This design comes from an exercise in tuning for small area and a short achievable clock period on the open sky130 flow, not from production work. In this exercise RTL edits were held to simulation tests only and were not proved equivalent to the original.

[flow/flow/run.sh]
#!/bin/bash
set -euo pipefail
HERE=$PWD
sed -e 's#^source \$::env(SCRIPTS_DIR)/synth_preamble.tcl#source $::env(SCRIPTS_DIR)/synth_preamble.tcl\nset abc_args [lreplace $abc_args 1 1 '"$HERE"'/flow/abc.script]#' \
    "$FLOW_HOME/scripts/synth.tcl" > my_synth_core.tcl
sed -e 's/yosys synth -nofsm -noshare/yosys synth -nofsm -noshare -noabc/' \
    -e 's#^source \$::env(SCRIPTS_DIR)/synth.tcl#source '"$HERE"'/my_synth_core.tcl#' synth_recipe.tcl > my_synth.tcl
bash standard.sh "SYNTH_SCRIPT=$HERE/my_synth.tcl" "BUFFER_PORTS_ARGS=-buffer_cell sky130_fd_sc_hd__buf_1" finish > standard.log 2>&1
[flow/design.v]
module MAC_25(
    input         sys_clk,
    input         sys_en,
    input         rst_n,
    input  [7:0]  data_in_a,
    input         sign_data_in_a,
    input  [7:0]  data_in_b,
    output [15:0] mul_output,
    output [24:0] mac_output
);
    wire [64:0] pp;
    wire [15:0] ra, rb, prod;
    wire [24:0] acc_next;
    reg  [24:0] acc;
    mac_pp u_pp(.data_in_a(data_in_a), .sign_data_in_a(sign_data_in_a), .data_in_b(data_in_b), .pp(pp));
    mac_tree u_tree(.pp(pp), .ra(ra), .rb(rb));
    mac_cpa u_cpa(.ra(ra), .rb(rb), .prod(prod));
    mac_acc u_acc(.sys_en(sys_en), .acc(acc), .prod(prod), .acc_next(acc_next));
    assign mul_output = prod;
    always @(posedge sys_clk or negedge rst_n) begin
        if (!rst_n)
            acc <= 25'd0;
        else
            acc <= acc_next;
    end
    assign mac_output = acc;
endmodule
module mac_pp(input [7:0] data_in_a, input sign_data_in_a, input [7:0] data_in_b, output [64:0] pp);
    wire [7:0] a = data_in_a;
    wire       t = sign_data_in_a;
    wire       bz = |data_in_b[6:0];
    wire [7:0] bp = {data_in_b[7] & bz, data_in_b[6:0]} ^ {8{t}};
    wire       sel1 = data_in_b[0];
    wire       sel2 = t & ~data_in_b[0];
    wire pp0_0 = (sel1 & a[0]);
    wire pp0_1 = (sel1 & a[1]) | (sel2 & a[0]);
    wire pp0_2 = (sel1 & a[2]) | (sel2 & a[1]);
    wire pp0_3 = (sel1 & a[3]) | (sel2 & a[2]);
    wire pp0_4 = (sel1 & a[4]) | (sel2 & a[3]);
    wire pp0_5 = (sel1 & a[5]) | (sel2 & a[4]);
    wire pp0_6 = (sel1 & a[6]) | (sel2 & a[5]);
    wire pp0_7 = (sel1 & a[7]) | (sel2 & a[6]);
    wire pp0_8 = (sel2 & a[7]);
    wire pp1_0 = a[0] & bp[1];
    wire pp1_1 = a[1] & bp[1];
    wire pp1_2 = a[2] & bp[1];
    wire pp1_3 = a[3] & bp[1];
    wire pp1_4 = a[4] & bp[1];
    wire pp1_5 = a[5] & bp[1];
    wire pp1_6 = a[6] & bp[1];
    wire pp1_7 = a[7] & bp[1];
    wire pp2_0 = a[0] & bp[2];
    wire pp2_1 = a[1] & bp[2];
    wire pp2_2 = a[2] & bp[2];
    wire pp2_3 = a[3] & bp[2];
    wire pp2_4 = a[4] & bp[2];
    wire pp2_5 = a[5] & bp[2];
    wire pp2_6 = a[6] & bp[2];
    wire pp2_7 = a[7] & bp[2];
    wire pp3_0 = a[0] & bp[3];
    wire pp3_1 = a[1] & bp[3];
    wire pp3_2 = a[2] & bp[3];
    wire pp3_3 = a[3] & bp[3];
    wire pp3_4 = a[4] & bp[3];
    wire pp3_5 = a[5] & bp[3];
    wire pp3_6 = a[6] & bp[3];
    wire pp3_7 = a[7] & bp[3];
    wire pp4_0 = a[0] & bp[4];
    wire pp4_1 = a[1] & bp[4];
    wire pp4_2 = a[2] & bp[4];
    wire pp4_3 = a[3] & bp[4];
    wire pp4_4 = a[4] & bp[4];
    wire pp4_5 = a[5] & bp[4];
    wire pp4_6 = a[6] & bp[4];
    wire pp4_7 = a[7] & bp[4];
    wire pp5_0 = a[0] & bp[5];
    wire pp5_1 = a[1] & bp[5];
    wire pp5_2 = a[2] & bp[5];
    wire pp5_3 = a[3] & bp[5];
    wire pp5_4 = a[4] & bp[5];
    wire pp5_5 = a[5] & bp[5];
    wire pp5_6 = a[6] & bp[5];
    wire pp5_7 = a[7] & bp[5];
    wire pp6_0 = a[0] & bp[6];
    wire pp6_1 = a[1] & bp[6];
    wire pp6_2 = a[2] & bp[6];
    wire pp6_3 = a[3] & bp[6];
    wire pp6_4 = a[4] & bp[6];
    wire pp6_5 = a[5] & bp[6];
    wire pp6_6 = a[6] & bp[6];
    wire pp6_7 = a[7] & bp[6];
    wire nbp7 = ~bp[7];
    wire pp7_0 = ~a[0] | nbp7;
    wire pp7_1 = ~a[1] | nbp7;
    wire pp7_2 = ~a[2] | nbp7;
    wire pp7_3 = ~a[3] | nbp7;
    wire pp7_4 = ~a[4] | nbp7;
    wire pp7_5 = ~a[5] | nbp7;
    wire pp7_6 = ~a[6] | nbp7;
    wire pp7_7 = ~a[7] | nbp7;
    assign pp = {pp7_7, pp7_6, pp6_7, pp7_5, pp6_6, pp5_7, pp7_4, pp6_5, pp5_6, pp4_7, pp7_3, pp6_4, pp5_5, pp4_6, pp3_7, pp7_2, pp6_3, pp5_4, pp4_5, pp3_6, pp2_7, pp7_1, pp6_2, pp5_3, pp4_4, pp3_5, pp2_6, pp1_7, pp0_8, pp7_0, pp6_1, pp5_2, pp4_3, pp3_4, pp2_5, pp1_6, pp0_7, pp6_0, pp5_1, pp4_2, pp3_3, pp2_4, pp1_5, pp0_6, pp5_0, pp4_1, pp3_2, pp2_3, pp1_4, pp0_5, pp4_0, pp3_1, pp2_2, pp1_3, pp0_4, pp3_0, pp2_1, pp1_2, pp0_3, pp2_0, pp1_1, pp0_2, pp1_0, pp0_1, pp0_0};
endmodule
module mac_tree(input [64:0] pp, output [15:0] ra, output [15:0] rb);
    wire pp0_0 = pp[0];
    wire pp0_1 = pp[1];
    wire pp1_0 = pp[2];
    wire pp0_2 = pp[3];
    wire pp1_1 = pp[4];
    wire pp2_0 = pp[5];
    wire pp0_3 = pp[6];
    wire pp1_2 = pp[7];
    wire pp2_1 = pp[8];
    wire pp3_0 = pp[9];
    wire pp0_4 = pp[10];
    wire pp1_3 = pp[11];
    wire pp2_2 = pp[12];
    wire pp3_1 = pp[13];
    wire pp4_0 = pp[14];
    wire pp0_5 = pp[15];
    wire pp1_4 = pp[16];
    wire pp2_3 = pp[17];
    wire pp3_2 = pp[18];
    wire pp4_1 = pp[19];
    wire pp5_0 = pp[20];
    wire pp0_6 = pp[21];
    wire pp1_5 = pp[22];
    wire pp2_4 = pp[23];
    wire pp3_3 = pp[24];
    wire pp4_2 = pp[25];
    wire pp5_1 = pp[26];
    wire pp6_0 = pp[27];
    wire pp0_7 = pp[28];
    wire pp1_6 = pp[29];
    wire pp2_5 = pp[30];
    wire pp3_4 = pp[31];
    wire pp4_3 = pp[32];
    wire pp5_2 = pp[33];
    wire pp6_1 = pp[34];
    wire pp7_0 = pp[35];
    wire pp0_8 = pp[36];
    wire pp1_7 = pp[37];
    wire pp2_6 = pp[38];
    wire pp3_5 = pp[39];
    wire pp4_4 = pp[40];
    wire pp5_3 = pp[41];
    wire pp6_2 = pp[42];
    wire pp7_1 = pp[43];
    wire pp2_7 = pp[44];
    wire pp3_6 = pp[45];
    wire pp4_5 = pp[46];
    wire pp5_4 = pp[47];
    wire pp6_3 = pp[48];
    wire pp7_2 = pp[49];
    wire pp3_7 = pp[50];
    wire pp4_6 = pp[51];
    wire pp5_5 = pp[52];
    wire pp6_4 = pp[53];
    wire pp7_3 = pp[54];
    wire pp4_7 = pp[55];
    wire pp5_6 = pp[56];
    wire pp6_5 = pp[57];
    wire pp7_4 = pp[58];
    wire pp5_7 = pp[59];
    wire pp6_6 = pp[60];
    wire pp7_5 = pp[61];
    wire pp6_7 = pp[62];
    wire pp7_6 = pp[63];
    wire pp7_7 = pp[64];
    wire s1 = pp0_2 ^ pp1_1 ^ pp2_0;
    wire c2 = (pp0_2 & pp1_1) | (pp0_2 & pp2_0) | (pp1_1 & pp2_0);
    wire s3 = pp0_3 ^ pp1_2 ^ pp2_1;
    wire c4 = (pp0_3 & pp1_2) | (pp0_3 & pp2_1) | (pp1_2 & pp2_1);
    wire s5 = pp3_0 ^ c2 ^ s3;
    wire c6 = (pp3_0 & c2) | (pp3_0 & s3) | (c2 & s3);
    wire s7 = pp0_4 ^ pp1_3 ^ pp2_2;
    wire c8 = (pp0_4 & pp1_3) | (pp0_4 & pp2_2) | (pp1_3 & pp2_2);
    wire s9 = pp3_1 ^ pp4_0 ^ c4;
    wire c10 = (pp3_1 & pp4_0) | (pp3_1 & c4) | (pp4_0 & c4);
    wire s11 = s7 ^ c6 ^ s9;
    wire c12 = (s7 & c6) | (s7 & s9) | (c6 & s9);
    wire s13 = pp0_5 ^ pp1_4 ^ pp2_3;
    wire c14 = (pp0_5 & pp1_4) | (pp0_5 & pp2_3) | (pp1_4 & pp2_3);
    wire s15 = pp3_2 ^ pp4_1 ^ pp5_0;
    wire c16 = (pp3_2 & pp4_1) | (pp3_2 & pp5_0) | (pp4_1 & pp5_0);
    wire s17 = c8 ^ s13 ^ s15;
    wire c18 = (c8 & s13) | (c8 & s15) | (s13 & s15);
    wire s19 = c10 ^ s17 ^ c12;
    wire c20 = (c10 & s17) | (c10 & c12) | (s17 & c12);
    wire s21 = pp0_6 ^ pp1_5 ^ pp2_4;
    wire c22 = (pp0_6 & pp1_5) | (pp0_6 & pp2_4) | (pp1_5 & pp2_4);
    wire s23 = pp3_3 ^ pp4_2 ^ pp5_1;
    wire c24 = (pp3_3 & pp4_2) | (pp3_3 & pp5_1) | (pp4_2 & pp5_1);
    wire s25 = pp6_0 ^ c14 ^ c16;
    wire c26 = (pp6_0 & c14) | (pp6_0 & c16) | (c14 & c16);
    wire s27 = s21 ^ s23 ^ c18;
    wire c28 = (s21 & s23) | (s21 & c18) | (s23 & c18);
    wire s29 = s25 ^ s27;
    wire c30 = s25 & s27;
    wire s31 = 1'b1 ^ pp0_7 ^ pp1_6;
    wire c32 = (1'b1 & pp0_7) | (1'b1 & pp1_6) | (pp0_7 & pp1_6);
    wire s33 = pp2_5 ^ pp3_4 ^ pp4_3;
    wire c34 = (pp2_5 & pp3_4) | (pp2_5 & pp4_3) | (pp3_4 & pp4_3);
    wire s35 = pp5_2 ^ pp6_1 ^ c22;
    wire c36 = (pp5_2 & pp6_1) | (pp5_2 & c22) | (pp6_1 & c22);
    wire s37 = c24 ^ s31 ^ s33;
    wire c38 = (c24 & s31) | (c24 & s33) | (s31 & s33);
    wire s39 = c26 ^ pp7_0 ^ s35;
    wire c40 = (c26 & pp7_0) | (c26 & s35) | (pp7_0 & s35);
    wire s41 = s37 ^ c28 ^ s39;
    wire c42 = (s37 & c28) | (s37 & s39) | (c28 & s39);
    wire s43 = pp0_8 ^ pp1_7 ^ pp2_6;
    wire c44 = (pp0_8 & pp1_7) | (pp0_8 & pp2_6) | (pp1_7 & pp2_6);
    wire s45 = pp3_5 ^ pp4_4 ^ pp5_3;
    wire c46 = (pp3_5 & pp4_4) | (pp3_5 & pp5_3) | (pp4_4 & pp5_3);
    wire s47 = pp6_2 ^ c32 ^ c34;
    wire c48 = (pp6_2 & c32) | (pp6_2 & c34) | (c32 & c34);
    wire s49 = s43 ^ s45 ^ c36;
    wire c50 = (s43 & s45) | (s43 & c36) | (s45 & c36);
    wire s51 = c38 ^ pp7_1 ^ s47;
    wire c52 = (c38 & pp7_1) | (c38 & s47) | (pp7_1 & s47);
    wire s53 = c40 ^ s49 ^ s51;
    wire c54 = (c40 & s49) | (c40 & s51) | (s49 & s51);
    wire s55 = pp2_7 ^ pp3_6 ^ pp4_5;
    wire c56 = (pp2_7 & pp3_6) | (pp2_7 & pp4_5) | (pp3_6 & pp4_5);
    wire s57 = pp5_4 ^ pp6_3 ^ c44;
    wire c58 = (pp5_4 & pp6_3) | (pp5_4 & c44) | (pp6_3 & c44);
    wire s59 = c46 ^ s55 ^ c48;
    wire c60 = (c46 & s55) | (c46 & c48) | (s55 & c48);
    wire s61 = pp7_2 ^ s57 ^ c50;
    wire c62 = (pp7_2 & s57) | (pp7_2 & c50) | (s57 & c50);
    wire s63 = c52 ^ s59 ^ s61;
    wire c64 = (c52 & s59) | (c52 & s61) | (s59 & s61);
    wire s65 = pp3_7 ^ pp4_6 ^ pp5_5;
    wire c66 = (pp3_7 & pp4_6) | (pp3_7 & pp5_5) | (pp4_6 & pp5_5);
    wire s67 = pp6_4 ^ c56 ^ s65;
    wire c68 = (pp6_4 & c56) | (pp6_4 & s65) | (c56 & s65);
    wire s69 = c58 ^ pp7_3 ^ s67;
    wire c70 = (c58 & pp7_3) | (c58 & s67) | (pp7_3 & s67);
    wire s71 = c60 ^ s69 ^ c62;
    wire c72 = (c60 & s69) | (c60 & c62) | (s69 & c62);
    wire s73 = pp4_7 ^ pp5_6 ^ pp6_5;
    wire c74 = (pp4_7 & pp5_6) | (pp4_7 & pp6_5) | (pp5_6 & pp6_5);
    wire s75 = c66 ^ s73 ^ c68;
    wire c76 = (c66 & s73) | (c66 & c68) | (s73 & c68);
    wire s77 = pp7_4 ^ c70 ^ s75;
    wire c78 = (pp7_4 & c70) | (pp7_4 & s75) | (c70 & s75);
    wire s79 = pp5_7 ^ pp6_6 ^ c74;
    wire c80 = (pp5_7 & pp6_6) | (pp5_7 & c74) | (pp6_6 & c74);
    wire s81 = pp7_5 ^ s79 ^ c76;
    wire c82 = (pp7_5 & s79) | (pp7_5 & c76) | (s79 & c76);
    wire s83 = pp6_7 ^ c80 ^ pp7_6;
    wire c84 = (pp6_7 & c80) | (pp6_7 & pp7_6) | (c80 & pp7_6);
    assign ra = {1'b1, pp7_7, s83, c78, s77, c64, c54, c42, c30, c20, s19, s11, s5, s1, pp0_1, pp0_0};
    assign rb = {1'b0, c84, c82, s81, c72, s71, s63, s53, s41, s29, 1'b0, 1'b0, 1'b0, 1'b0, pp1_0, 1'b0};
endmodule
module mac_cpa(input [15:0] ra, input [15:0] rb, output [15:0] prod);
    wire [15:0] g85 = ra & rb;
    wire [15:0] p86 = ra ^ rb;
    wire G87 = g85[1] | (p86[1] & g85[0]);
    wire P88 = p86[1] & p86[0];
    wire G89 = g85[3] | (p86[3] & g85[2]);
    wire P90 = p86[3] & p86[2];
    wire G91 = g85[5] | (p86[5] & g85[4]);
    wire P92 = p86[5] & p86[4];
    wire G93 = g85[7] | (p86[7] & g85[6]);
    wire P94 = p86[7] & p86[6];
    wire G95 = g85[9] | (p86[9] & g85[8]);
    wire P96 = p86[9] & p86[8];
    wire G97 = g85[11] | (p86[11] & g85[10]);
    wire P98 = p86[11] & p86[10];
    wire G99 = g85[13] | (p86[13] & g85[12]);
    wire P100 = p86[13] & p86[12];
    wire G101 = g85[15] | (p86[15] & g85[14]);
    wire P102 = p86[15] & p86[14];
    wire G103 = g85[2] | (p86[2] & G87);
    wire P104 = p86[2] & P88;
    wire G105 = G89 | (P90 & G87);
    wire P106 = P90 & P88;
    wire G107 = g85[6] | (p86[6] & G91);
    wire P108 = p86[6] & P92;
    wire G109 = G93 | (P94 & G91);
    wire P110 = P94 & P92;
    wire G111 = g85[10] | (p86[10] & G95);
    wire P112 = p86[10] & P96;
    wire G113 = G97 | (P98 & G95);
    wire P114 = P98 & P96;
    wire G115 = g85[14] | (p86[14] & G99);
    wire P116 = p86[14] & P100;
    wire G117 = G101 | (P102 & G99);
    wire P118 = P102 & P100;
    wire G119 = g85[4] | (p86[4] & G105);
    wire P120 = p86[4] & P106;
    wire G121 = G91 | (P92 & G105);
    wire P122 = P92 & P106;
    wire G123 = G107 | (P108 & G105);
    wire P124 = P108 & P106;
    wire G125 = G109 | (P110 & G105);
    wire P126 = P110 & P106;
    wire G127 = g85[12] | (p86[12] & G113);
    wire P128 = p86[12] & P114;
    wire G129 = G99 | (P100 & G113);
    wire P130 = P100 & P114;
    wire G131 = G115 | (P116 & G113);
    wire P132 = P116 & P114;
    wire G133 = G117 | (P118 & G113);
    wire P134 = P118 & P114;
    wire G135 = g85[8] | (p86[8] & G125);
    wire P136 = p86[8] & P126;
    wire G137 = G95 | (P96 & G125);
    wire P138 = P96 & P126;
    wire G139 = G111 | (P112 & G125);
    wire P140 = P112 & P126;
    wire G141 = G113 | (P114 & G125);
    wire P142 = P114 & P126;
    wire G143 = G127 | (P128 & G125);
    wire P144 = P128 & P126;
    wire G145 = G129 | (P130 & G125);
    wire P146 = P130 & P126;
    wire G147 = G131 | (P132 & G125);
    wire P148 = P132 & P126;
    wire G149 = G133 | (P134 & G125);
    wire P150 = P134 & P126;
    assign prod = p86 ^ {G147, G145, G143, G141, G139, G137, G135, G125, G123, G121, G119, G105, G103, G87, g85[0], 1'b0};
endmodule
module mac_acc(input sys_en, input [24:0] acc, input [15:0] prod, output [24:0] acc_next);
    wire [15:0] pg = prod & {16{sys_en}};
    wire cy16;
    wire [15:0] lo_sum;
    wire [15:0] g151 = acc[15:0] & pg;
    wire [15:0] p152 = acc[15:0] ^ pg;
    wire G153 = g151[1] | (p152[1] & g151[0]);
    wire P154 = p152[1] & p152[0];
    wire G155 = g151[3] | (p152[3] & g151[2]);
    wire P156 = p152[3] & p152[2];
    wire G157 = g151[5] | (p152[5] & g151[4]);
    wire P158 = p152[5] & p152[4];
    wire G159 = g151[7] | (p152[7] & g151[6]);
    wire P160 = p152[7] & p152[6];
    wire G161 = g151[9] | (p152[9] & g151[8]);
    wire P162 = p152[9] & p152[8];
    wire G163 = g151[11] | (p152[11] & g151[10]);
    wire P164 = p152[11] & p152[10];
    wire G165 = g151[13] | (p152[13] & g151[12]);
    wire P166 = p152[13] & p152[12];
    wire G167 = g151[15] | (p152[15] & g151[14]);
    wire P168 = p152[15] & p152[14];
    wire G169 = g151[2] | (p152[2] & G153);
    wire P170 = p152[2] & P154;
    wire G171 = G155 | (P156 & G153);
    wire P172 = P156 & P154;
    wire G173 = g151[6] | (p152[6] & G157);
    wire P174 = p152[6] & P158;
    wire G175 = G159 | (P160 & G157);
    wire P176 = P160 & P158;
    wire G177 = g151[10] | (p152[10] & G161);
    wire P178 = p152[10] & P162;
    wire G179 = G163 | (P164 & G161);
    wire P180 = P164 & P162;
    wire G181 = g151[14] | (p152[14] & G165);
    wire P182 = p152[14] & P166;
    wire G183 = G167 | (P168 & G165);
    wire P184 = P168 & P166;
    wire G185 = g151[4] | (p152[4] & G171);
    wire P186 = p152[4] & P172;
    wire G187 = G157 | (P158 & G171);
    wire P188 = P158 & P172;
    wire G189 = G173 | (P174 & G171);
    wire P190 = P174 & P172;
    wire G191 = G175 | (P176 & G171);
    wire P192 = P176 & P172;
    wire G193 = g151[12] | (p152[12] & G179);
    wire P194 = p152[12] & P180;
    wire G195 = G165 | (P166 & G179);
    wire P196 = P166 & P180;
    wire G197 = G181 | (P182 & G179);
    wire P198 = P182 & P180;
    wire G199 = G183 | (P184 & G179);
    wire P200 = P184 & P180;
    wire G201 = g151[8] | (p152[8] & G191);
    wire P202 = p152[8] & P192;
    wire G203 = G161 | (P162 & G191);
    wire P204 = P162 & P192;
    wire G205 = G177 | (P178 & G191);
    wire P206 = P178 & P192;
    wire G207 = G179 | (P180 & G191);
    wire P208 = P180 & P192;
    wire G209 = G193 | (P194 & G191);
    wire P210 = P194 & P192;
    wire G211 = G195 | (P196 & G191);
    wire P212 = P196 & P192;
    wire G213 = G197 | (P198 & G191);
    wire P214 = P198 & P192;
    wire G215 = G199 | (P200 & G191);
    wire P216 = P200 & P192;
    assign lo_sum = p152 ^ {G213, G211, G209, G207, G205, G203, G201, G191, G189, G187, G185, G171, G169, G153, g151[0], 1'b0};
    assign cy16 = G215;
    assign acc_next[15:0] = lo_sum;
    wire inc = cy16 & ~pg[15];
    wire dec = pg[15] & ~cy16;
    wire [8:0] hi = acc[24:16];
    wire [8:0] ones, zeros;
    assign ones[0] = 1'b1;
    assign zeros[0] = 1'b1;
    assign ones[1] = ones[0] & hi[0];
    assign zeros[1] = zeros[0] & ~hi[0];
    assign ones[2] = ones[1] & hi[1];
    assign zeros[2] = zeros[1] & ~hi[1];
    assign ones[3] = ones[2] & hi[2];
    assign zeros[3] = zeros[2] & ~hi[2];
    assign ones[4] = ones[3] & hi[3];
    assign zeros[4] = zeros[3] & ~hi[3];
    assign ones[5] = ones[4] & hi[4];
    assign zeros[5] = zeros[4] & ~hi[4];
    assign ones[6] = ones[5] & hi[5];
    assign zeros[6] = zeros[5] & ~hi[5];
    assign ones[7] = ones[6] & hi[6];
    assign zeros[7] = zeros[6] & ~hi[6];
    assign ones[8] = ones[7] & hi[7];
    assign zeros[8] = zeros[7] & ~hi[7];
    assign acc_next[24:16] = hi ^ (({9{inc}} & ones) | ({9{dec}} & zeros));
endmodule
[flow/config.mk]
export PLATFORM = sky130hd
export DESIGN_NAME = MAC_25
export DESIGN_NICKNAME = MAC_25
export VERILOG_FILES = /design/flow/design.v
export SDC_FILE = /design/flow/constraint.sdc
export NUM_CORES = 4
export LEC_CHECK = 0
export CAP_MARGIN = 20
export CORE_MARGIN = 2
export CORE_UTILIZATION = 40
export SETUP_SLACK_MARGIN = 2.5
export SLEW_MARGIN = 20
[flow/constraint.sdc]
create_clock -name core_clock -period 12.0 [get_ports {sys_clk}]
set_input_delay 2.4000 -clock core_clock [delete_from_list [all_inputs] [get_ports {sys_clk}]]
set_output_delay 2.4000 -clock core_clock [all_outputs]
set_load 0.01 [all_outputs]
[flow/standard.sh]
#!/bin/bash
# synth_recipe.tcl (not shown) runs the flow's synth.tcl, then flattens the netlist and writes it again
# the make line also repeats each setting of config.mk as NAME=value (left out here)
make -C /OpenROAD-flow-scripts/flow DESIGN_CONFIG=/design/flow/config.mk WORK_HOME=/design/flow/orfs CLKGATE_MAP_FILE= SYNTH_SCRIPT=/design/flow/synth_recipe.tcl "${@:-finish}"
[flow/flow/abc.script]
&get -n
&st
&dch
&nf
&st
&syn2
&synch2
&nf
&st
&syn2
&synch2
&nf
&st
&syn2
&synch2
&nf
&st
&syn2
&synch2
&nf
&st
&syn2
&synch2
&nf
&put
buffer -c
topo
stime -c
upsize -c
dnsize -c
==> results of run 1 <==
==> worst reg2reg max path, stage by stage, from the launching register on <==
cell	delay (ps)
dfrtp_1	390
ha_1	210
fa_1	440
a21o_1	190
a21o_1	210
a31o_1	250
a21oi_2	180
o21bai_1	120
a21o_1	190
a21o_1	210
a21oi_2	200
o21bai_2	120
a21oi_4	220
o21bai_4	100
a21oi_4	180
o21ba_1	150
ha_1	180
nand2_1	100
nor4_1	410
nor4b_1	320
a31oi_1	90
xnor2_1	140
==> cell families (layout without fill, tap and decap cells) <==
| group | after synthesis | in the layout | share of synthesized area |
|---|---|---|---|
| and+or+nand+nor | 115 | 115 | 0.197 |
| adders and majority gates | 76 | 76 | 0.403 |
| AOI/OAI and AO/OA | 35 | 35 | 0.0864 |
| xor gates and xnor gates | 32 | 32 | 0.0876 |
| DFF | 25 | 25 | 0.196 |
| buffers and inverters | 18 | 76 | 0.0246 |
| muxes | 2 | 2 | 0.00626 |
==> cell usage after synthesis, types with 2 or more instances <==
cell type,n
nand3_1,2
ha_1,31
a21oi_4,2
fa_1,45
xnor2_1,16
a31oi_1,2
o21ai_0,6
mux2i_1,2
and2_1,63
a21oi_1,4
inv_1,9
nand2_1,25
nor3_1,6
a21oi_2,2
clkbuf_1,6
dfrtp_1,25
and3_1,3
nor2_1,10
a21o_1,5
o21bai_1,3
o21a_1,5
buf_4,3
xor2_1,16
==> worst max path at each step <==
stage	start	end	slack [ps]
final	sign_data_in_a	mul_output[15]	2690
after global routing	sign_data_in_a	mul_output[14]	2480
after CTS	sign_data_in_a	mul_output[15]	2560
after detailed placement	sign_data_in_a	mul_output[15]	1940
after global placement	sign_data_in_a	mul_output[14]	2090
after floorplan	sign_data_in_a	mul_output[14]	2550
==> layout by cell type (no fill, tap or decap), types with 2 or more instances in the layout <==
master and instances:
o21bai_1 2, dfrtp_1 25, clkbuf_2 4, clkbuf_8 3, buf_1 54, o21ai_0 6
o21bai_2 2, inv_1 9, a21oi_4 2, o21a_1 5, xnor2_1 15, nand2_1 25
nor3_1 6, a21oi_1 4, nor2_1 10, xor2_1 11, and3_1 3, xor2_4 5
buf_4 3, and2_1 63, a21o_1 5, mux2i_1 2, fa_1 44, nand3_1 2
a31oi_1 2, ha_1 31, a21oi_2 2
==> what timing repair did <==
item	CTS	global route
endpoints found under the setup margin	4	3
pin swaps	0	2
setup buffers	0	2
cloned	0	0
hold buffers	0	0
gates resized for setup	14	10
==> through the flow <==
stage               utilization  setup WS [ps]
global placement          0.455           2090
global route              0.481           2480
detailed placement        0.455           1940
CTS                       0.474           2560
floorplan                     -           2550
finish                    0.481           2690
==> routing by layer <==
metal	share of wire	wire, µm	track usage
met5	0	0	0
met4	0.0013	8	0.0110
met3	0.033	210	0.0258
met2	0.51	3240	0.261
met1	0.45	2840	0.216
==> final cells by class <==
| cell class | count | area share |
|---|---|---|
| Timing Repair Buffer | 63 | 0.0714 |
| Clock inverter | 1 | 0.00135 |
| Multi-Input combinational cell | 260 | 0.704 |
| Inverter | 9 | 0.00909 |
| Clock buffer | 3 | 0.0111 |
| Sequential cell | 25 | 0.168 |
| Tap cell | 102 | 0.0343 |
==> notes.md, run 1 <==
run status=complete, no violations; Yosys top cell area share=0.282; Hold EP=acc[24]; vias per inst=4.90; global-route wire length before repair=between 10000 and 15000 µm; Final Hold Viols=0; Worst Path Required=9600 ps; final-report max-slew violation count=0; largest cells by area after synthesis=fa_1, dfrtp_1, and2_1, ha_1, xnor2_1; H-Tree Depth=1; Post-DP Area=~3500 µm²; CP bufs+invs=2; Worst Tran Pin Value=593 ps; Avg Inst Size Synth=10.6 µm²; placed cell count=457; clock transition at the registers of the reported paths=90 ps; DIE AREA=8730 µm²; largest net degree at the start of global routing=26; leading area contributor after synthesis=fa_1; buffer depth of the longest clock path=2; area of the multi-input gates=approximately 2600 µm²; Synth Flop Type=dfrtp_1; sequential area share after synthesis=0.196; FF/Latch Area=626 µm²; final non-filler cell total=463; max incr delay on CP=between 400 and 500 ps; # port buffers=60; layout cells sized above 1=0.0803; Largest regs=acc x25; Sink Count=25; cell depth of the worst hold path=1; Starting DRT DRC Count=67; DR WL/cell=13.6 µm; Routed Antenna Nets=0; vias in the first global route=2279; Post-Synthesis Net Count=399; ANT cells=0; Max-Cap Viols=0; CP Data Arrival Time=around 7000 ps; Via Count=2270; Hold WS=480 ps; worst reg-to-reg path cell count=21; TNS Setup=0 ps; Initial Util=0.414; final RePlAce weighted congestion=0.827; Routed WL=approximately 6300 µm; number of I/O pins=61; Hold Crit Start=acc[24]; TritonRoute pass-1 iters=4; P&R area growth vs syn=16.2%; # rows=32; # nets final=458; Critical R2R Capture=acc[24]; Largest register FFs=25; TritonCTS clock tree=done; Worst-Skew Late Latency=270 ps; # DRC=0; CP max FO=15; min Tclk post-route=9310 ps; final cycle utilization of the critical path=0.776; Post-DP HPWL=5290 µm; synthesized flop and latch total=25; GRT overflow=0; Biggest register=acc; Design Area, Final=3720 µm²; r2r startpoint=acc[0]; Root Buffer=clkbuf_8; final setup fails=0; post-synthesis async set-or-reset flop share=1.00; Total GRT Usage=0.154; die width=93.4 µm; number of fill cells in the layout=between 700 and 800; Worst Setup End Kind=output pin; synthesized cell area=3200 µm²; Mapped Cells=303; cells along the critical path=buf_8, xor2_4, and2_1, fa_1, fa_1, fa_1, fa_1, fa_1, ha_1, nor2b_1, o21a_1, o21a_1, o21a_1, o21a_1, o21a_1, nor2_1, clkbuf_2; clock buffer count from CTS=3; CP top delay family=adder cells; CP startpoint kind=input pin; slowest CP cell=fa_1; RSZ-0062 raised after global routing=true; Cell variety after synth=35; reg2reg setup slack=7300 ps; worst relative slew slack=0.604; critical path type=input pin to output pin; Ys Warns=1; core area=7730 µm²; Worst Hold Class=flip-flop to flip-flop; Setup Skew=4.87 ps; overall die height=93.4 µm; initial antenna violation count=0; Fmax=107 MHz; EDFF count, synth=0; WP depth=17
==> run 2: changes to the inputs <==
==> flow/flow/abc.script (replaced) <==
&get -n
&st
&dch
&nf
&st
&syn2
&synch2
&nf
&put
buffer -c
topo
stime -c
upsize -c
dnsize -c
==> notes.md, run 2 <==
largest cells by area after synthesis=fa_1, dfrtp_1, and2_1, ha_1, xor2_1 (was fa_1, dfrtp_1, and2_1, ha_1, xnor2_1); cells along the critical path=buf_8, xor2_4, and2_1, fa_1, fa_1, fa_1, fa_1, fa_1, ha_4, a21o_1, a21o_1, a21oi_1, o31ai_1, and2_1, a21bo_2, and2_4, nor2_1, clkbuf_2 (was buf_8, xor2_4, and2_1, fa_1, fa_1, fa_1, fa_1, fa_1, ha_1, nor2b_1, o21a_1, o21a_1, o21a_1, o21a_1, o21a_1, nor2_1, clkbuf_2); Initial Util=0.405 (was 0.414); Setup Skew=6.92 ps (was 4.87 ps); overall die height=94.5 µm (was 93.4 µm); run status=complete, no violations (unchanged); Mapped Cells=309 (was 303); EDFF count, synth=0 (unchanged); worst setup path endpoint=mul_output[15] (unchanged); clock buffer count from CTS=3 (unchanged); critical path type=input pin to output pin (unchanged); Worst Hold Class=flip-flop to flip-flop (unchanged); vias per inst=4.97 (was 4.90); TritonCTS clock tree=done (unchanged); worst reg-to-reg path cell count=17 (was 21); Cell variety after synth=42 (was 35); ANT cells=0 (unchanged); layout cells sized above 1=0.0710 (was 0.0803); buffer depth of the longest clock path=2 (unchanged); Post-DP HPWL=5450 µm (was 5290 µm); Largest register FFs=25 (unchanged); placed cell count=467 (was 457); Critical R2R Capture=acc[24] (unchanged); P&R area growth vs syn=15.5% (was 16.2%); Biggest register=acc (unchanged); Worst-Skew Late Latency=270 ps (about the same); setup ws final=2680 ps (was 2690 ps); final cycle utilization of the critical path=0.777 (was 0.776); GRT overflow=0 (unchanged); Root Buffer=clkbuf_8 (unchanged); TNS Setup=0 ps (unchanged); crit path launch=sign_data_in_a (unchanged); Via Count=2343 (was 2270); max incr delay on CP=600 ps (was 490 ps); Avg Inst Size Synth=10.6 µm² (about the same); Routed WL=6440 µm (was 6300 µm); Design Area, Final=3780 µm² (was 3720 µm²); initial antenna violation count=0 (unchanged); Worst Tran Pin Value=639 ps (was 593 ps); # nets final=463 (was 458); synthesized flop and latch total=25 (unchanged); min Tclk post-route=9320 ps (was 9310 ps); # port buffers=60 (unchanged); Hold WS=477 ps (was 480 ps); Sink Count=25 (unchanged); Post-Synthesis Net Count=405 (was 399); global-route wire length before repair=10700 µm (was 10800 µm); DR WL/cell=13.7 µm (was 13.6 µm); post-synthesis async set-or-reset flop share=1.00 (unchanged); final setup fails=0 (unchanged); slowest CP cell=fa_1 (unchanged); CP startpoint kind=input pin (unchanged); # DRC=0 (unchanged); sequential area share after synthesis=0.191 (was 0.196); commonest cells in the netlist=and2_1, fa_1, ha_1 (unchanged); buffer count from post-CTS setup fixing=0 (unchanged); vias in the first global route=2364 (was 2279); Worst Path Required=9600 ps (about the same); clock transition at the registers of the reported paths=90 ps (about the same); final non-filler cell total=471 (was 463); Total GRT Usage=0.151 (was 0.154); number of I/O pins=61 (unchanged); Fmax=107 MHz (about the same); Starting DRT DRC Count=59 (was 67); DIE AREA=8930 µm² (was 8730 µm²); # rows=33 (was 32); Ys Warns=1 (unchanged); RSZ-0062 raised after global routing=false (was true); worst relative slew slack=0.573 (was 0.604); synthesized cell area=3280 µm² (was 3200 µm²); CP max FO=15 (unchanged); number of fill cells in the layout=798 (was 757); Synth Flop Type=dfrtp_1 (unchanged); Yosys top cell area share=0.275 (was 0.282); top-count cell post-synth=and2_1 (unchanged); CP Data Arrival Time=6920 ps (was 6910 ps); Final Hold Viols=0 (unchanged); Routed Antenna Nets=0 (unchanged); Largest regs=acc x25 (unchanged); die width=94.5 µm (was 93.4 µm); H-Tree Depth=1 (unchanged); leading area contributor after synthesis=fa_1 (unchanged); Worst Setup End Kind=output pin (unchanged); post-place setup slack=2010 ps (was 1940 ps); final RePlAce weighted congestion=0.815 (was 0.827); Max-Cap Viols=0 (unchanged); r2r startpoint=acc[0] (unchanged); most frequent cells in the layout=and2_1, buf_1, fa_1 (unchanged); largest net degree at the start of global routing=26 (unchanged); final-report max-slew violation count=0 (unchanged); Post-DP Area=3600 µm² (was 3510 µm²); TritonRoute pass-1 iters=4 (unchanged); reg2reg setup slack=7790 ps (was 7300 ps); Util after Layout=0.468 (was 0.481); core area=8090 µm² (was 7730 µm²); Critical Path Most Common Cell=fa_1; most common cell after layout, fill and taps aside=and2_1 (unchanged)
-- run 2: kinds of logic (layout without fill, tap and decap cells) --
family | after synthesis | in the layout | synth area share
muxes | 2 | 2 | 0.00611
DFF | 25 | 25 | 0.191
adders and majority gates | 76 | 76 | 0.393
buffers and inverters | 16 | 73 | 0.0218
xor gates and xnor gates | 36 | 36 | 0.0963
and+or+nand+nor | 117 | 117 | 0.202
AOI/OAI and AO/OA | 37 | 37 | 0.0890
-- run 2: per-layer routing --
metal | global-route usage | vias up | part of all wire
met3 | 0.0295 | 6 | 0.035
met5 | 0 | - | 0
met2 | 0.265 | 38 | 0.51
met1 | 0.197 | 1166 | 0.45
met4 | 0.0229 | 0 | 0.0079
li1 | - | 1133 | -
-- run 2: worst max-delay path, delay by kind of cell --
| family | cells | cell delay, ps |
|---|---|---|
| xor gates and xnor gates | 1 | 220 |
| and+or+nand+nor | 4 | 630 |
| adders and majority gates | 6 | 2560 |
| buffers and inverters | 2 | 300 |
| AOI/OAI and AO/OA | 5 | 830 |
-- run 2: worst min path at each step --
stage	start	endpoint	slack, ps	cells after the start
floorplan	acc[24]	acc[24]	510	1
global placement	acc[24]	acc[24]	470	1
detailed placement	acc[24]	acc[24]	470	1
CTS	acc[24]	acc[24]	480	1
global route	acc[24]	acc[24]	520	1
finish	acc[24]	acc[24]	480	1
-- run 2: layout make-up --
class | count | area [µm²] | area share
Sequential cell | 25 | 626 | 0.165
Clock buffer | 3 | 41.3 | 0.0109
Tap cell | 105 | 131 | 0.0347
Clock inverter | 1 | 5.00 | 0.00132
Multi-Input combinational cell | 268 | 2710 | 0.715
Timing Repair Buffer | 61 | 246 | 0.0651
Inverter | 8 | 30.0 | 0.00793
-- run 2: what timing repair did --
action	CTS	global route
gates resized for setup	3	17
endpoints found under the setup margin	6	6
hold buffers	0	0
==> run 3: changes to the inputs <==
==> flow/flow/abc.script (replaced) <==
&get -n
&st
&dch
&nf
&put
buffer -c
topo
stime -c
upsize -c
dnsize -c
==> notes.md, run 3 <==
leading area contributor after synthesis=fa_1 (unchanged); Post-Synthesis Net Count=413 (was 405); EDFF count, synth=0 (unchanged); final RePlAce weighted congestion=0.818 (was 0.815); final setup fails=0 (unchanged); Synth Flop Type=dfrtp_1 (unchanged); Via Count=2444 (was 2343); Ys Warns=1 (unchanged); DIE AREA=9060 µm² (was 8930 µm²); sequential area share after synthesis=0.188 (was 0.191); setup ws final=2690 ps (was 2680 ps); FF/Latch Area=626 µm² (unchanged); # port buffers=60 (unchanged); global-route wire length before repair=11000 µm (was 10700 µm); RSZ-0062 raised after global routing=false (unchanged); layout cells sized above 1=0.0613 (was 0.0710); clock transition at the registers of the reported paths=80 ps (was 90 ps); largest cells by area after synthesis=fa_1, dfrtp_1, and2_1, ha_1, xor2_1 (unchanged); H-Tree Depth=1 (unchanged); Top Usage Layer GRT=met2 (unchanged); Sink Count=25 (unchanged); vias per inst=5.09 (was 4.97); final-report max-slew violation count=0 (unchanged); Routed WL=6700 µm (was 6440 µm); TNS Setup=0 ps (unchanged); CP max FO=8 (was 15); Post-DP HPWL=5670 µm (was 5450 µm); GRT overflow=0 (unchanged); initial antenna violation count=0 (unchanged); Worst-Skew Late Latency=260 ps (was 270 ps); Initial Util=0.409 (was 0.405); Final Hold Viols=0 (unchanged); synthesized flop and latch total=25 (unchanged); Worst Tran Pin Value=625 ps (was 639 ps); critical path type=input pin to output pin (unchanged); die width=95.2 µm (was 94.5 µm); Cell variety after synth=37 (was 42); synthesized cell area=3320 µm² (was 3280 µm²); met2 usage=0.245 (was 0.265); core area=8130 µm² (was 8090 µm²); clock buffer count from CTS=3 (unchanged); Root Buffer=clkbuf_8 (unchanged); grt met3 use=0.0245 (was 0.0295); final cycle utilization of the critical path=0.776 (was 0.777); largest net degree at the start of global routing=26 (unchanged); Largest regs=acc x25 (unchanged); Worst Setup End Kind=output pin (unchanged); post-synthesis async set-or-reset flop share=1.00 (unchanged); number of fill cells in the layout=775 (was 798); # DRC=0 (unchanged); Largest register FFs=25 (unchanged); Mapped Cells=317 (was 309); min Tclk post-route=9310 ps (was 9320 ps); TritonCTS clock tree=done (unchanged); worst relative slew slack=0.582 (was 0.573); Avg Inst Size Synth=10.5 µm² (was 10.6 µm²); Worst Path Required=9600 ps (about the same); Biggest register=acc (unchanged); overall die height=95.2 µm (was 94.5 µm); Max-Cap Viols=0 (unchanged); buffer count from post-CTS setup fixing=0 (unchanged); CP startpoint kind=input pin (unchanged); Total GRT Usage=0.152 (was 0.151); # rows=33 (unchanged); buffer depth of the longest clock path=2 (unchanged); TritonRoute pass-1 iters=4 (unchanged); DR WL/cell=14.0 µm (was 13.7 µm); Fmax=107 MHz (about the same); most common cell after layout, fill and taps aside=and2_1 (unchanged); Yosys top cell area share=0.271 (was 0.275); top-count cell post-synth=and2_1 (unchanged); Starting DRT DRC Count=109 (was 59); area of the multi-input gates=2690 µm² (was 2710 µm²); M1 GR Usage=0.222 (was 0.197); CP Data Arrival Time=6910 ps (was 6920 ps); Worst Hold Class=flip-flop to flip-flop (unchanged); number of I/O pins=61 (unchanged); Setup Skew=2.17 ps (was 6.92 ps); post-place setup slack=2440 ps (was 2010 ps); vias in the first global route=2372 (was 2364); commonest cells in the netlist=and2_1, fa_1, ha_1 (unchanged); Routed Antenna Nets=0 (unchanged); P&R area growth vs syn=13.1% (was 15.5%); most frequent cells in the layout=and2_1, buf_1, fa_1 (unchanged); # nets final=472 (was 463); run status=complete, no violations (unchanged); ANT cells=0 (unchanged); Hold WS=480 ps (was 477 ps)
-- run 3: cell count changes after synthesis, sizes merged, moves of 3 or more --
cell    delta
a21o       -3
a21oi     +11
a221oi     +3
a22o       +6
and2       +3
nand2      -7
o21ai      -4
-- run 3: cell families after synthesis --
logic type / Yosys count / share of synthesized area
and+or+nand+nor: 113 / 0.198
AOI/OAI and AO/OA: 50 / 0.105
muxes: 2 / 0.00602
DFF: 25 / 0.188
xor gates and xnor gates: 36 / 0.0948
buffers and inverters: 15 / 0.0203
adders and majority gates: 76 / 0.388
-- run 3: path summary, 6_finish.rpt --
kind	start	to	slack, ps	depth (start not counted)
setup / recovery	sign_data_in_a	mul_output[14]	2690	14
hold / removal	acc[24]	acc[24]	480	1
setup reg to reg	acc[0]	acc[24]	8450	13
hold reg to reg	acc[24]	acc[24]	480	1
max in group asynchronous	rst_n	acc[0]	9660	2
min in group asynchronous	rst_n	acc[15]	2100	2
-- run 3: area by class of cell --
cell class,count,area share
Clock buffer,3,0.0110
Inverter,8,0.00799
Clock inverter,1,0.00133
Multi-Input combinational cell,277,0.716
Sequential cell,25,0.166
Tap cell,105,0.0350
Timing Repair Buffer,61,0.0626
-- run 3: routing by layer --
layer  part of all wire  vias to the layer above
met5                  0                        -
met4             0.0069                        0
met3              0.034                        4
met2               0.50                       40
met1               0.46                     1204
li1                   -                     1196
-- run 3: per-stage QoR --
step                instances  cell area, µm²  utilization
floorplan                 317            3320            -
global placement          476            3650        0.449
detailed placement        476            3650        0.449
CTS                       480            3700        0.455
global route              480            3760        0.462
finish                    480            3760        0.462
-- run 3: repair_timing --
| action | 4_1_cts | 5_1_grt |
|---|---|---|
| endpoints found under the hold margin | 0 | 0 |
| setup endpoints to repair | 0 | 9 |
| resized for setup | 0 | 12 |
| hold buffers | 0 | 0 |
-- run 3: worst max-delay path, cell delays in order --
cell	delay [ps]
clkbuf_2	250
xor2_2	300
and2_1	220
fa_1	450
fa_1	400
fa_1	390
fa_1	480
fa_1	490
ha_1	370
a21o_1	220
a31o_2	280
a221oi_2	300
xnor2_1	170
buf_1	180
==> run 4: changes to the inputs <==
==> flow/flow/abc.script (replaced) <==
&get -n
&st
&dch -f
&nf -a
&put
buffer -c
topo
stime -c
upsize -c
dnsize -c
==> notes.md, run 4 <==
Root Buffer=clkbuf_8 (unchanged); r2r startpoint=acc[0] (unchanged); final-report max-slew violation count=0 (unchanged); cell depth of the worst hold path=1 (unchanged); Hold Crit Start=acc[24] (unchanged); Setup Skew=3.72 ps (was 2.17 ps); Ys Warns=1 (unchanged); DR WL/cell=14.5 µm (was 14.0 µm); vias per inst=5.09 (about the same); leading area contributor after synthesis=fa_1 (unchanged); final RePlAce weighted congestion=0.814 (was 0.818); Worst Hold Class=flip-flop to flip-flop (unchanged); initial antenna violation count=0 (unchanged); Worst Tran Pin Value=596 ps (was 625 ps); Max-Cap Viols=0 (unchanged); Critical R2R Capture=acc[24] (unchanged); ANT cells=0 (unchanged); CP startpoint kind=input pin (unchanged); Routed WL=6950 µm (was 6700 µm); CP max FO=8 (unchanged); Synth Flop Type=dfrtp_1 (unchanged); Avg Inst Size Synth=10.5 µm² (about the same); Worst Setup End Kind=output pin (unchanged); P&R area growth vs syn=13.5% (was 13.1%); number of I/O pins=61 (unchanged); reg2reg setup slack=8320 ps (was 8450 ps); Biggest register=acc (unchanged); Util after Layout=0.464 (was 0.462); run status=complete, no violations (unchanged); core area=8130 µm² (unchanged); final non-filler cell total=480 (unchanged); critical path type=input pin to output pin (unchanged); clock transition at the registers of the reported paths=90 ps (was 80 ps); post-synthesis async set-or-reset flop share=1.00 (unchanged); TNS Setup=0 ps (unchanged); Post-DP HPWL=5820 µm (was 5670 µm); TritonRoute pass-1 iters=6 (was 4); EDFF count, synth=0 (unchanged); RSZ-0062 raised after global routing=false (unchanged); clock buffer count from CTS=3 (unchanged); Starting DRT DRC Count=61 (was 109); overall die height=95.2 µm (about the same); Worst Path Required=9600 ps (about the same); Hold WS=495 ps (was 480 ps); Post-Synthesis Net Count=413 (unchanged); CP Data Arrival Time=6830 ps (was 6910 ps); DIE AREA=9050 µm² (was 9060 µm²); slowest CP cell=fa_1 (unchanged); max incr delay on CP=490 ps (about the same); Mapped Cells=317 (unchanged); # rows=33 (unchanged); Fmax=108 MHz (was 107 MHz); placed cell count=476 (unchanged); Yosys top cell area share=0.271 (about the same); Hold EP=acc[24] (unchanged); Largest register FFs=25 (unchanged); Routed Antenna Nets=0 (unchanged); crit path launch=sign_data_in_a (unchanged); # nets final=472 (unchanged); final setup fails=0 (unchanged); min Tclk post-route=9230 ps (was 9310 ps); buffer count from post-CTS setup fixing=0 (unchanged); H-Tree Depth=1 (unchanged); Final Hold Viols=0 (unchanged); worst relative slew slack=0.603 (was 0.582); buffer depth of the longest clock path=2 (unchanged); GRT overflow=0 (unchanged); commonest cells in the netlist=and2_1, fa_1, ha_1 (unchanged); cells along the critical path=clkbuf_4, xor2_2, and2_1, fa_1, fa_1, fa_1, fa_1, fa_1, ha_1, a21o_1, a31o_2, a221oi_1, xnor2_1, buf_1 (was clkbuf_2, xor2_2, and2_1, fa_1, fa_1, fa_1, fa_1, fa_1, ha_1, a21o_1, a31o_2, a221oi_2, xnor2_1, buf_1); global-route wire length before repair=11600 µm (was 11000 µm); Total GRT Usage=0.163 (was 0.152); synthesized cell area=3320 µm² (about the same); Via Count=2441 (was 2444); layout cells sized above 1=0.0613 (unchanged); Sink Count=25 (unchanged); largest net degree at the start of global routing=26 (unchanged); Cell variety after synth=40 (was 37); Largest regs=acc x25 (unchanged); final cycle utilization of the critical path=0.769 (was 0.776); Critical Path Most Common Cell=fa_1 (unchanged); TritonCTS clock tree=done (unchanged); vias in the first global route=2504 (was 2372); Worst-Skew Late Latency=270 ps (was 260 ps); most common cell after layout, fill and taps aside=and2_1 (unchanged); top-count cell post-synth=and2_1 (unchanged); # port buffers=60 (unchanged); die width=95.2 µm (about the same); Initial Util=0.409 (about the same); most frequent cells in the layout=and2_1, buf_1, fa_1 (unchanged); synthesized flop and latch total=25 (unchanged); sequential area share after synthesis=0.188 (about the same); # DRC=0 (unchanged); largest cells by area after synthesis=fa_1, dfrtp_1, and2_1, ha_1, xor2_1 (unchanged); worst reg-to-reg path cell count=13 (unchanged)
run 4: final cells by class:
class                   count  area, µm²
clock buffers               3       41.3
inverters                   7       26.3
fillers                   818       4360
flip-flops and latches     25        626
clock inverters             1       5.00
multi-input cells         278       2700
repair buffers             61        238
well taps                 105        131
run 4: repair_timing:
action,4_1_cts,5_1_grt
resized for setup,0,16
endpoints found under the setup margin,0,13
hold buffers,0,0
run 4: worst max-delay path by stage:
stage,to,slack [ps],cells past startpoint
finish,mul_output[13],2770,14
global route,mul_output[13],2540,14
CTS,acc[24],2530,24
detailed placement,acc[24],2240,24
floorplan,acc[22],2870,23
global placement,acc[24],2430,24
run 4: through the flow:
| step | setup slack [ps] | instance area, µm² |
|---|---|---|
| global placement | 2430 | 3650 |
| floorplan | 2870 | 3320 |
| finish | 2770 | 3770 |
| global route | 2540 | 3770 |
| CTS | 2530 | 3700 |
| detailed placement | 2240 | 3650 |
run 4: layer usage:
layer,track usage,part of all wire
met2,0.279,0.51
met1,0.223,0.45
met3,0.0245,0.025
met4,0.0266,0.0094
met5,0,0
run 4: cell families after synthesis:
logic type      count (synthesis)  synth area share
buf+inv                        14            0.0192
flops                          25             0.188
mux                             1           0.00301
xor+xnor                       38             0.100
simple gates                  115             0.204
fa+ha+maj                      76             0.388
compound gates                 48            0.0975
run 4: worst max-delay path, delay by kind of cell:
kind                     cells  cell delay [ps]
XOR/XNOR                     2              440
AND/OR/NAND/NOR              1              210
adder cells (fa/ha/maj)      6             2580
buffers and inverters        2              390
AO/OA/AOI/OAI                3              820
==> run 5: changes to the inputs <==
--- a/flow/flow/run.sh
+++ b/flow/flow/run.sh
@@ -7,2 +7,2 @@
     -e 's#^source \$::env(SCRIPTS_DIR)/synth.tcl#source '"$HERE"'/my_synth_core.tcl#' synth_recipe.tcl > my_synth.tcl
-bash standard.sh "SYNTH_SCRIPT=$HERE/my_synth.tcl" "BUFFER_PORTS_ARGS=-buffer_cell sky130_fd_sc_hd__buf_1" finish > standard.log 2>&1
+bash standard.sh "SYNTH_SCRIPT=$HERE/my_synth.tcl" "BUFFER_PORTS_ARGS=-buffer_cell sky130_fd_sc_hd__buf_1"  finish > standard.log 2>&1
==> flow/flow/abc.script (replaced) <==
&get -n
&st
&dch
&nf
&st
&syn2
&synch2
&nf
&st
&syn2
&synch2
&nf
&st
&syn2
&synch2
&nf
&st
&syn2
&synch2
&nf
&st
&syn2
&synch2
&nf
&put
buffer -c
topo
stime -c
upsize -c
dnsize -c
--- a/flow/config.mk
+++ b/flow/config.mk
@@ -10,3 +10,3 @@
 export CORE_UTILIZATION = 40
-export SETUP_SLACK_MARGIN = 2.5
+export SETUP_SLACK_MARGIN = 2.75
 export SLEW_MARGIN = 20
==> notes.md, run 5 <==
run status=complete, no violations (unchanged); EDFF count, synth=0 (unchanged); cts hold-fix bufs=0 (unchanged); global-route wire length before repair=10300 µm (was 11600 µm); GRT overflow=0 (unchanged); Mapped Cells=303 (was 317); slowest CP cell=fa_1 (unchanged); sequential area share after synthesis=0.196 (was 0.188); final cycle utilization of the critical path=0.757 (was 0.769); cells along the critical path=clkbuf_2, xor2_4, and2_1, fa_1, fa_1, fa_1, fa_1, ha_1, a21oi_2, nor2b_1, o21a_1, o21a_1, o21a_1, o21a_1, o21a_1, nor2_2, buf_2 (was clkbuf_4, xor2_2, and2_1, fa_1, fa_1, fa_1, fa_1, fa_1, ha_1, a21o_1, a31o_2, a221oi_1, xnor2_1, buf_1); Largest regs=acc x25 (unchanged); Post-DP HPWL=5160 µm (was 5820 µm); cell depth of the worst hold path=1 (unchanged); Root Buffer=clkbuf_8 (unchanged); max incr delay on CP=560 ps (was 490 ps); Ys Warns=1 (unchanged); DIE AREA=8730 µm² (was 9050 µm²); initial antenna violation count=0 (unchanged); Synth Area in Compound Gates=0.0864 (was 0.0975); Routed Antenna Nets=0 (unchanged); min Tclk post-route=9090 ps (was 9230 ps); XOR/XNOR share of the synthesized area=0.0876 (was 0.100); TNS Setup=0 ps (unchanged); Initial Util=0.414 (was 0.409); CP Data Arrival Time=6690 ps (was 6830 ps); synthesized flop and latch total=25 (unchanged); critical path type=input pin to output pin (unchanged); P&R area growth vs syn=19.4% (was 13.5%); vias in the first global route=2330 (was 2504); Largest register FFs=25 (unchanged); CP top delay family=adder cells (unchanged); Post-Synthesis Net Count=399 (was 413); Simple-Gate Fraction of Synth Area=0.197 (was 0.204); worst relative slew slack=0.616 (was 0.603); TritonCTS clock tree=done (unchanged); CP bufs+invs=2 (unchanged); Hold WS=483 ps (was 495 ps); die width=93.4 µm (was 95.2 µm); # port buffers=60 (unchanged); crit path launch=data_in_b[4] (was sign_data_in_a); Worst Tran Pin Value=571 ps (was 596 ps); mux share of post-synthesis cell area=0.00626 (was 0.00301); metal1 wirelength=2670 µm (was 3150 µm); clock buffer count from CTS=3 (unchanged); # DRC=0 (unchanged); Hold Crit Start=acc[24] (unchanged); Worst Path Required=9600 ps (about the same); number of I/O pins=61 (unchanged); Routed WL=6250 µm (was 6950 µm); Total GRT Usage=0.144 (was 0.163); # nets final=463 (was 472); leading area contributor after synthesis=fa_1 (unchanged); Setup Skew=3.40 ps (was 3.72 ps); Critical Path Most Common Cell=o21a_1 (was fa_1); Avg Inst Size Synth=10.6 µm² (was 10.5 µm²); metal2 WL=3310 µm (was 3560 µm); r2r startpoint=acc[0] (unchanged); Synth Flop Type=dfrtp_1 (unchanged); Yosys top cell area share=0.282 (was 0.271); Final Hold Viols=0 (unchanged); Max-Cap Viols=0 (unchanged); buffer depth of the longest clock path=2 (unchanged); vias per inst=4.91 (was 5.09); # rows=32 (was 33); DR WL/cell=13.4 µm (was 14.5 µm); most frequent cells in the layout=and2_1, buf_1, fa_1 (unchanged); clock transition at the registers of the reported paths=90 ps (about the same); Post-Synth Adder-Cell Area=0.403 (was 0.388); largest net degree at the start of global routing=26 (unchanged); final setup fails=0 (unchanged); synthesized cell area=3200 µm² (was 3320 µm²); Sink Count=25 (unchanged); post-synthesis async set-or-reset flop share=1.00 (unchanged); Biggest register=acc (unchanged); CP startpoint kind=input pin (unchanged); commonest cells in the netlist=and2_1, fa_1, ha_1 (unchanged); TritonRoute pass-1 iters=4 (was 6); overall die height=93.4 µm (was 95.2 µm); worst setup path endpoint=mul_output[15] (was mul_output[13]); WP depth=17 (was 14); met3 wire length=250 µm (was 173 µm); Post-DP Area=3520 µm² (was 3650 µm²); core area=7730 µm² (was 8130 µm²); Worst-Skew Late Latency=270 ps (about the same); layout cells sized above 1=0.134 (was 0.0613); Highest Signal Layer=met4 (unchanged); Critical R2R Capture=acc[24] (unchanged); Via Count=2300 (was 2441); ANT cells=0 (unchanged); Cell variety after synth=35 (was 40); Design Area, Final=3820 µm² (was 3770 µm²); Worst Hold Class=flip-flop to flip-flop (unchanged); final RePlAce weighted congestion=0.788 (was 0.814); Starting DRT DRC Count=56 (was 61); H-Tree Depth=1 (unchanged); CP max FO=6 (was 8); top-count cell post-synth=and2_1 (unchanged); worst reg-to-reg path cell count=21 (was 13); largest cells by area after synthesis=fa_1, dfrtp_1, and2_1, ha_1, xnor2_1 (was fa_1, dfrtp_1, and2_1, ha_1, xor2_1); reg2reg setup slack=7270 ps (was 8320 ps); most common cell after layout, fill and taps aside=and2_1 (unchanged); final-report max-slew violation count=0 (unchanged); RSZ-0062 raised after global routing=false (unchanged); Worst Setup End Kind=output pin (unchanged); largest family of logic cells by synthesized area=adder cells (unchanged); Fmax=110 MHz (was 108 MHz)
==> run 5: cell types whose count changed in the layout (fill, tap and decap cells not counted), sizes merged, moves of 4 or more <==
cell	previous run	this run
xor2	23	16
clkbuf	5	10
a21oi	17	8
nand2	19	25
nor2	6	10
o21a	1	5
nor3	2	6
and2	67	63
a22o	6	0
==> run 5: cells by family after synthesis <==
family / count (synthesis)
AND/OR/NAND/NOR: 115
buffers and inverters: 18
flip-flops: 25
multiplexers: 2
XOR/XNOR: 32
AO/OA/AOI/OAI: 35
adder cells (fa/ha/maj): 76
==> run 5: worst register-to-register path: cells and delay by family, from the launching register on <==
kind,cells,cell delay [ps]
flops,1,390
fa+ha+maj,3,840
xor+xnor,1,140
simple gates,3,880
compound gates,14,2360
==> run 5: final cells by class <==
type,instances,area (µm²)
timing repair buffer,68,313
tap,102,128
multi-input combinational,260,2670
clock buffer,4,45.0
fill,728,3910
inverter,9,33.8
sequential,25,626
==> run 5: what timing repair did <==
action | in CTS | in global routing
hold endpoints to repair | 0 | 0
pin swaps | 4 | 13
gates resized for setup | 22 | 18
gates cloned | 0 | 0
setup buffers | 1 | 6
endpoints found under the setup margin | 12 | 3
==> run 5: layer usage <==
layer	track usage	vias to the layer above
met5	0	-
met2	0.253	38
met3	0.0226	2
met1	0.194	1135
met4	0.0147	0
li1	-	1125
==> run 5: per-stage QoR <==
stage,cells,utilization,setup WS (ps)
global placement,457,0.456,2090
detailed placement,457,0.456,1890
CTS,462,0.480,2750
finish,468,0.494,2910
floorplan,303,-,2780
global route,468,0.494,2710
==> run 5: worst min path at each step <==
stage,slack (ps),end
after floorplan,510,acc[24]
after global routing,520,acc[24]
after CTS,480,acc[24]
after global placement,460,acc[24]
final,480,acc[24]
after detailed placement,470,acc[24]

[static timing again, ports no longer ideal]
No port has a modelled driver above. Below, the same layouts with a new extraction and two added sets of constraints. Step 1, drivers: a clkbuf_16 drives sys_clk and a buf_2 each remaining input, both assumed. Step 2 adds t to the input delays and takes it off the output delays; t is the mean of the earliest and latest rising clock arrival at the registers after step 1. Input paths then give back, and output paths get back, about the clock's delay inside the block. a / b / c = no drivers / after step 1 / after step 2; a / b = the first two.
run | shift t [ns] | setup slack, ns | hold WS [ns]
run 1 | 0.290 | 2.692 / 2.653 / 2.653 | 0.480 / 0.480 / 0.480
run 2 | 0.296 | 2.678 / 2.640 / 2.640 | 0.477 / 0.477 / 0.477
run 3 | 0.290 | 2.690 / 2.670 / 2.669 | 0.480 / 0.480 / 0.480
run 4 | 0.301 | 2.767 / 2.746 / 2.624 | 0.495 / 0.495 / 0.495
run 5 | 0.290 | 2.914 / 2.866 / 2.866 | 0.483 / 0.483 / 0.483
After both steps setup and hold are still met in every run listed. The setup slack of run 4, which loses most, moves by -0.021 ns with the drivers and by -0.143 ns with both steps.
